Source: an optimization exercise on an open RTL-to-GDS flow (aim: small area, a short achievable clock period and few clock cycles). Production flows keep margins and buffers that such runs may drop. Only simulation tests tie the RTL to the original design; equivalence was not proved. Power and IR drop assume default switching activity.

== job 3351 ==
==> flow/design.v <==
module arm(input         clk, reset,
           output        MemWrite,
           output [31:0] Adr, WriteData,
           input  [31:0] ReadData);
  reg  [31:2] pc;         
  reg  [31:0] ir;         
  reg         irv;        
  reg  [31:0] ra, rb;     
  reg         fwa, fwb;   
  reg  [31:0] lastw;      
  reg         mem;        
  reg         mst;        
  reg  [31:0] adr;        
  reg  [3:0]  mrd;        
  reg  [3:0]  flags;      
  wire [3:0] cond = ir[31:28];
  wire       n = flags[3], z = flags[2], c = flags[1], v = flags[0];
  wire       ge = (n == v);
  reg        condpass;
  always @(*)
    case (cond)
      4'b0000: condpass = z;
      4'b0001: condpass = ~z;
      4'b0010: condpass = c;
      4'b0011: condpass = ~c;
      4'b0100: condpass = n;
      4'b0101: condpass = ~n;
      4'b0110: condpass = v;
      4'b0111: condpass = ~v;
      4'b1000: condpass = c & ~z;
      4'b1001: condpass = ~(c & ~z);
      4'b1010: condpass = ge;
      4'b1011: condpass = ~ge;
      4'b1100: condpass = ~z & ge;
      4'b1101: condpass = ~(~z & ge);
      default: condpass = 1'b1;
    endcase
  reg  isdp, ismem, isb, sub, arith, sor, sxor, sand;
  wire ex    = irv & ~mem & condpass;
  wire [3:0] cmd = ir[24:21];
  wire       setf = ir[20];
  wire       ld   = ir[20];
  wire [3:0] rd = ir[15:12];
  wire [31:0] a     = fwa ? lastw : ra;
  wire [31:0] b     = fwb ? lastw : rb;
  wire [31:0] bx    = sub ? ~b : b;
  wire [32:0] sum   = {1'b0, a} + {1'b0, bx} + {32'b0, sub};
  wire [31:0] pg    = a ^ bx;
  wire [31:0] gg    = a & bx;
  wire [31:0] lres  = ({32{sor}} & (pg | gg)) | ({32{sxor}} & pg) |
                      ({32{sand}} & gg);
  wire [31:0] res   = ({32{arith}} & sum[31:0]) | lres;
  wire [31:0] zk    = {pg[30:0] | gg[30:0], sub};
  wire        fz    = arith ? &(~(pg ^ zk)) : ~|lres;
  wire        fv    = (a[31] ^ b[31] ^ ~sub) & (sum[31] ^ a[31]);
  wire dpwr   = ex & isdp;
  wire rdpc   = (rd == 4'd15);
  wire jump   = dpwr & rdpc;
  wire br     = ex & isb;
  wire memgo  = ex & ismem;
  wire ldw    = mem & ~mst;             
  wire ldpc   = ldw & (mrd == 4'd15);
  reg  [31:0] rf [0:14];
  reg  [14:0] rv;
  wire [15:0] rv16 = {1'b0, rv};
  wire        we  = ldw | dpwr;
  wire [3:0]  wa  = mem ? mrd : rd;
  wire [31:0] wd  = mem ? ReadData : res;
  integer i;
  always @(posedge clk)
    for (i = 0; i < 15; i = i + 1)
      if (we && wa == i) rf[i] <= wd;
  always @(posedge clk, posedge reset)
    if (reset) rv <= 15'b0;
    else
      for (i = 0; i < 15; i = i + 1)
        if (we && wa == i) rv[i] <= 1'b1;
  wire [31:0] fi  = mem ? ir : ReadData;
  wire        fb  = fi[27];
  wire [3:0]  ra1 = fi[19:16];
  wire [3:0]  ra2 = memgo ? ir[15:12] : fi[3:0];
  wire [31:3] pcinc = pc[31:3] + 29'd1;
  wire [31:2] pc1   = pc[2] ? {pcinc, 1'b0} : {pc[31:3], 1'b1};
  wire [31:2] pc2   = {pcinc, pc[2]};
  wire [31:2] r15a  = mem ? pc1 : pc2;                 
  wire [31:2] r15b  = (mem | memgo) ? pc1 : pc2;
  wire [31:0] rd1 = (ra1 == 4'd15 || fb) ? {r15a, 2'b00} : rf[ra1] & {32{rv16[ra1]}};
  wire [31:0] rd2 = (ra2 == 4'd15) ? {r15b, 2'b00} : rf[ra2] & {32{rv16[ra2]}};
  wire        wf  = mem ? ldw : (dpwr & ~rdpc);
  wire        fuseimm = fi[25] | fi[26] | fi[27];
  wire        f1  = wf & (ra1 == wa) & ~fb;
  wire        f2  = wf & (ra2 == wa) & (memgo | ~fuseimm);
  wire [31:0] fimm = fi[27] ? {{6{fi[23]}}, fi[23:0], 2'b00} : {20'b0, fi[11:0]};
  wire        fdp = ~fi[27] & ~fi[26];
  always @(posedge clk) begin
    ra <= rd1;
    rb <= (fuseimm & ~memgo) ? fimm : rd2;
    fwa <= f1;
    fwb <= f2;
    lastw <= wd;
    isdp   <= fdp;
    ismem  <= ~fi[27] & fi[26];
    isb    <= fi[27];
    sub    <= fdp & fi[22];
    arith  <= ~fdp | (fi[23] & ~fi[24]) | fi[22];
    sor    <= fdp & ~(fi[23] & ~fi[24]) & ~fi[22] & fi[24];
    sxor   <= fdp & ~(fi[23] & ~fi[24]) & ~fi[22] & ~fi[24] & fi[21];
    sand   <= fdp & ~(fi[23] & ~fi[24]) & ~fi[22] & ~fi[24] & ~fi[21];
  end
  always @(posedge clk, posedge reset)
    if (reset) flags <= 4'b0;
    else if (dpwr & setf) begin
      flags[3] <= res[31];
      flags[2] <= fz;
      if (arith) begin
        flags[1] <= sum[32];
        flags[0] <= fv;
      end
    end
  wire [31:2] pcnext = mem ? (ldpc ? ReadData[31:2] : pc) :
                       (jump | br) ? res[31:2] : pc1;
  always @(posedge clk, posedge reset)
    if (reset) begin
      pc  <= 30'b0;
      adr <= 32'b0;
      irv <= 1'b0;
    end else begin
      pc  <= pcnext;
      adr <= memgo ? sum[31:0] : {pcnext, 2'b00};
      if (mem) begin
        if (ldpc) irv <= 1'b0;
      end else
        irv <= ~(jump | br);
    end
  always @(posedge clk)
    if (~mem) ir <= ReadData;
  always @(posedge clk, posedge reset)
    if (reset) begin
      mem <= 1'b0;
      mst <= 1'b0;
    end else begin
      mem <= memgo;
      mst <= memgo & ~ld;
    end
  always @(posedge clk) begin
    mrd  <= rd;
  end
  assign Adr       = adr;
  assign MemWrite  = mst;
  assign WriteData = rb;
endmodule
clock: 11.0 ns
lec_check: 0
cap_margin: 20
core_margin: 2
core_utilization: 45
cts_cluster_diameter: 100
cts_cluster_size: 24
place_density: 0.75
slew_margin: 20
standard.sh (not shown) runs the stock make flow with config.mk's settings and CLKGATE_MAP_FILE= SYNTH_SCRIPT=/design/flow/synth_recipe.tcl, a recipe that flattens the netlist after the stock synthesis.
==> flow/flow/run.sh <==
#!/bin/bash
set -euo pipefail
export SETUP_SLACK_MARGIN=${REPAIR_MARGIN:-8}
export TNS_END_PERCENT=0
export BUFFER_PORTS_ARGS="-buffer_cell sky130_fd_sc_hd__buf_1"
bash standard.sh > standard_make.log 2>&1
Job 3351 did not stop at any stage, and its layout met the timing, DRC and antenna checks.
Testbench counts of job 3351, summed over its fixed seeds: cycles 28,710.
The inputs of job 1683 differ from those of job 3351 as listed below.
# job 3351
export LEC_CHECK = 0
export CAP_MARGIN = 20
export CORE_MARGIN = 2
export CORE_UTILIZATION = 45
export CTS_CLUSTER_DIAMETER = 100
export CTS_CLUSTER_SIZE = 24
export PLACE_DENSITY = 0.75
export SLEW_MARGIN = 20
create_clock -name core_clock -period 11.0 [get_ports {clk}]
# job 1683
export LEC_CHECK = 0
export CAP_MARGIN = 20
export CORE_MARGIN = 2
export CORE_UTILIZATION = 45
export CTS_CLUSTER_DIAMETER = 100
export CTS_CLUSTER_SIZE = 20
export SLEW_MARGIN = 20
create_clock -name core_clock -period 11.0 [get_ports {clk}]
==> comparison <==
- Job 1683 vs job 3351, required time of the critical path went up by 20 ps.
- In the metrics for job 1683 and job 3351, the one carrying the lower clock skew is job 1683.
- Looking at portion of total power attributed to the clock network, job 1683 sits 0.9 points higher than job 3351 does.
- Worst hold slack after final layout in job 1683 is 20 ps higher than in job 3351
- Job 1683 against job 3351; detailed-route vias per instance is down slightly.
- Setup slack: job 1683 > job 3351
- Routed wire in job 1683 totals more than in job 3351.
- Compare job 1683 and job 3351 | fraction of the cycle the final worst path needs lower: job 1683
### job 1683 -> job 9015
# job 1683
export LEC_CHECK = 0
export CAP_MARGIN = 20
export CORE_MARGIN = 2
export CORE_UTILIZATION = 45
export CTS_CLUSTER_DIAMETER = 100
export CTS_CLUSTER_SIZE = 20
export SLEW_MARGIN = 20
create_clock -name core_clock -period 11.0 [get_ports {clk}]
# job 9015
export LEC_CHECK = 0
export CAP_MARGIN = 20
export CORE_MARGIN = 2
export CORE_UTILIZATION = 45
export CTS_CLUSTER_DIAMETER = 100
export CTS_CLUSTER_SIZE = 20
export PLACE_DENSITY = 0.75
export SLEW_MARGIN = 20
create_clock -name core_clock -period 11.0 [get_ports {clk}]
## What came out
[compare] base=job 1683 new=job 9015: routed wire length on met3 went up, maximum clock frequency stayed essentially flat, total cell area at the placement stage closely matched the old numbers.
Between job 1683 and job 9015, the final cycle utilization of the critical path figures differ only marginally.
Sum of negative setup slack: job 1683 vs job 9015 identical
The combinational cell fraction of total power in job 9015 sits 0.2 points above the value recorded for job 1683.
Going from job 1683 to job 9015, number of buffers added by the clock tree synthesis step fell by about 4.7%, first-pass GRT wire length fell by about 8%.
Re number of top-level pins: no difference whatsoever between job 9015 and job 1683.
Job 9015 vs job 1683, non-clock buffer count in the final layout went up by about 1.3%.
The internal power component of job 9015 and that of job 1683 are within noise of each other.

---

## red
Another version of the RTL of arm (not shown whole).
Size: ~2,900 cells after synthesis, roughly 600 flip-flops, ~99 I/O pins, ~33,000 um^2 of cells after synthesis.
clock: 11.0 ns
lec_check: 0
abc_clock_period_in_ps: 5000
cap_margin: 20
core_margin: 2
core_utilization: 40
setup_slack_margin: 5
slew_margin: 20
run.sh (not shown) runs the stock make flow with config.mk's settings and CLKGATE_MAP_FILE= SYNTH_SCRIPT=/design/flow/synth_recipe.tcl, a recipe that flattens the netlist after the stock synthesis.
Stock flow here: none of the scripts above is used.
red completed; timing, DRC and antenna clean
Testbench counts of red, summed over its fixed seeds: cycles 28,710.
--- input diff red..blue ---
- ABC_CLOCK_PERIOD_IN_PS: 5000 -> unset
Findings:
Diff red..blue | final setup slack of the worst path | unchanged. From blue to red, placement row count did not move at all. Re count of unique library cells instantiated by Yosys: no difference whatsoever between blue and red. red and blue ended up with roughly the same total design power. Global-route usage: red vs blue identical. Changes observed in blue relative to red: worst path buffer plus inverter count shows no meaningful change, via count shows no meaningful change, count of port buffers added during placement shows no meaningful change, layout multi-input combinational cell count shows no meaningful change.

---

the previous run:
Another version of the RTL of arm (not shown whole).
Size: roughly 3,100 cells after synthesis, about 99 I/O pins, ~0.035 sq mm of cells after synthesis.
## arm
module arm(input         clk, reset,
           output        MemWrite,
           output [31:0] Adr, WriteData,
           input  [31:0] ReadData);
  reg  [31:2] pc;         
  reg  [31:0] ir;         
  reg         irv;        
  reg  [31:0] ra, rb;     
  reg         mem;        
  reg         mst;        
  reg  [31:0] adr;        
  reg  [3:0]  mrd;        
  reg  [3:0]  flags;      
  wire [3:0] cond = ir[31:28];
  wire       n = flags[3], z = flags[2], c = flags[1], v = flags[0];
  wire       ge = (n == v);
  reg        condpass;
  always @(*)
    case (cond)
      4'b0000: condpass = z;
      4'b0001: condpass = ~z;
      4'b0010: condpass = c;
      4'b0011: condpass = ~c;
      4'b0100: condpass = n;
      4'b0101: condpass = ~n;
      4'b0110: condpass = v;
      4'b0111: condpass = ~v;
      4'b1000: condpass = c & ~z;
      4'b1001: condpass = ~(c & ~z);
      4'b1010: condpass = ge;
      4'b1011: condpass = ~ge;
      4'b1100: condpass = ~z & ge;
      4'b1101: condpass = ~(~z & ge);
      default: condpass = 1'b1;
    endcase
  reg  isdp, ismem, isb, useimm, sub, arith, sor, sxor, sand;
  wire ex    = irv & ~mem & condpass;
  wire [3:0] cmd = ir[24:21];
  wire       setf = ir[20];
  wire       ld   = ir[20];
  ...
Settings: LEC_CHECK=0, CAP_MARGIN=20, CORE_MARGIN=2, CORE_UTILIZATION=45, CTS_CLUSTER_DIAMETER=100, CTS_CLUSTER_SIZE=20, SLEW_MARGIN=20; clock period 11.0 ns.
standard.sh (not shown) runs the stock make flow with config.mk's settings and CLKGATE_MAP_FILE= SYNTH_SCRIPT=/design/flow/synth_recipe.tcl, a recipe that flattens the netlist after the stock synthesis.
Scripts as last shown in full above: flow/flow/run.sh
The previous run | status: complete | timing, DRC, antenna: pass
Testbench counts of the previous run, summed over its fixed seeds: cycles 28,710.
What the current run does differently from the previous run at the input level:
- CORE_UTILIZATION now 60, was 45
- CTS_CLUSTER_SIZE no longer set, was 20
- CTS_CLUSTER_DIAMETER no longer set, was 100
==> flow/flow/run.sh <==
#!/bin/bash
set -euo pipefail
export SETUP_SLACK_MARGIN=${REPAIR_MARGIN:-8}
export TNS_END_PERCENT=0
bash standard.sh > standard_make.log 2>&1
==> comparison <==
- Between the previous run and the current run, the multi-input combinational cell count does not differ in any meaningful way.
- The previous run -> the current run: overall die width decreased by more than 10%
- Relative to the previous run, relative area of non-clock buffer cells in the final design increased by 1.6 points in the current run.
- Measured against each other, the current run and the previous run differ in clock-buffer cell count, the lower figure coming from the previous run.
- The current run gives more non-clock buffer count than the previous run did.
- The current run reports a higher power density normalized to cell area than the previous run does.
- Comparing the current run and the previous run, the higher final area is on the current run.
- Compared to the previous run, the current run was floorplanned on a smaller die.
- Cells: the current run has fewer instances than the previous run
- Of the current run and the previous run, the previous run shows the higher hold slack, with the current run below it.
- First element of the critical path: ReadData[1] -> the previous run, ReadData[0] -> the current run

[separate check: timing with driven ports]
The flow's constraints put no driver on any port. The routed layouts listed below were extracted and timed again, unchanged, in two steps.
Step 1, drivers: a clkbuf_16 drives clk and a buf_2 each remaining input, both assumed.
Step 2, shift: input delay + t, output delay - t, t = (earliest + latest rising clock arrival at the registers) / 2. This alone moves slack from input paths to output paths.
Three values: no drivers, after step 1, after step 2; two values: the first two.
run	shift t [ns]	slack for setup (ns)	latest minus earliest clock arrival (ns)	pins driven straight from the clock port
job 3351	0.670	6.775 / 6.797 / 6.140	0.038 / 0.038	1
job 1683	0.698	6.885 / 6.861 / 6.163	0.022 / 0.022	1
job 9015	0.682	6.892 / 6.891 / 6.208	0.029 / 0.029	1
red	0.699	4.877 / 4.877 / 4.877	0.037 / 0.037	1
blue	0.699	4.877 / 4.877 / 4.877	0.037 / 0.037	1
the previous run	0.692	6.749 / 6.732 / 6.040	0.045 / 0.045	1
the current run	0.688	6.694 / 6.734 / 6.047	0.033 / 0.033	1
After both steps setup and hold are still met in every run listed. The setup slack of job 1683, which loses most, moves by -0.024 ns with the drivers and by -0.722 ns with both steps.
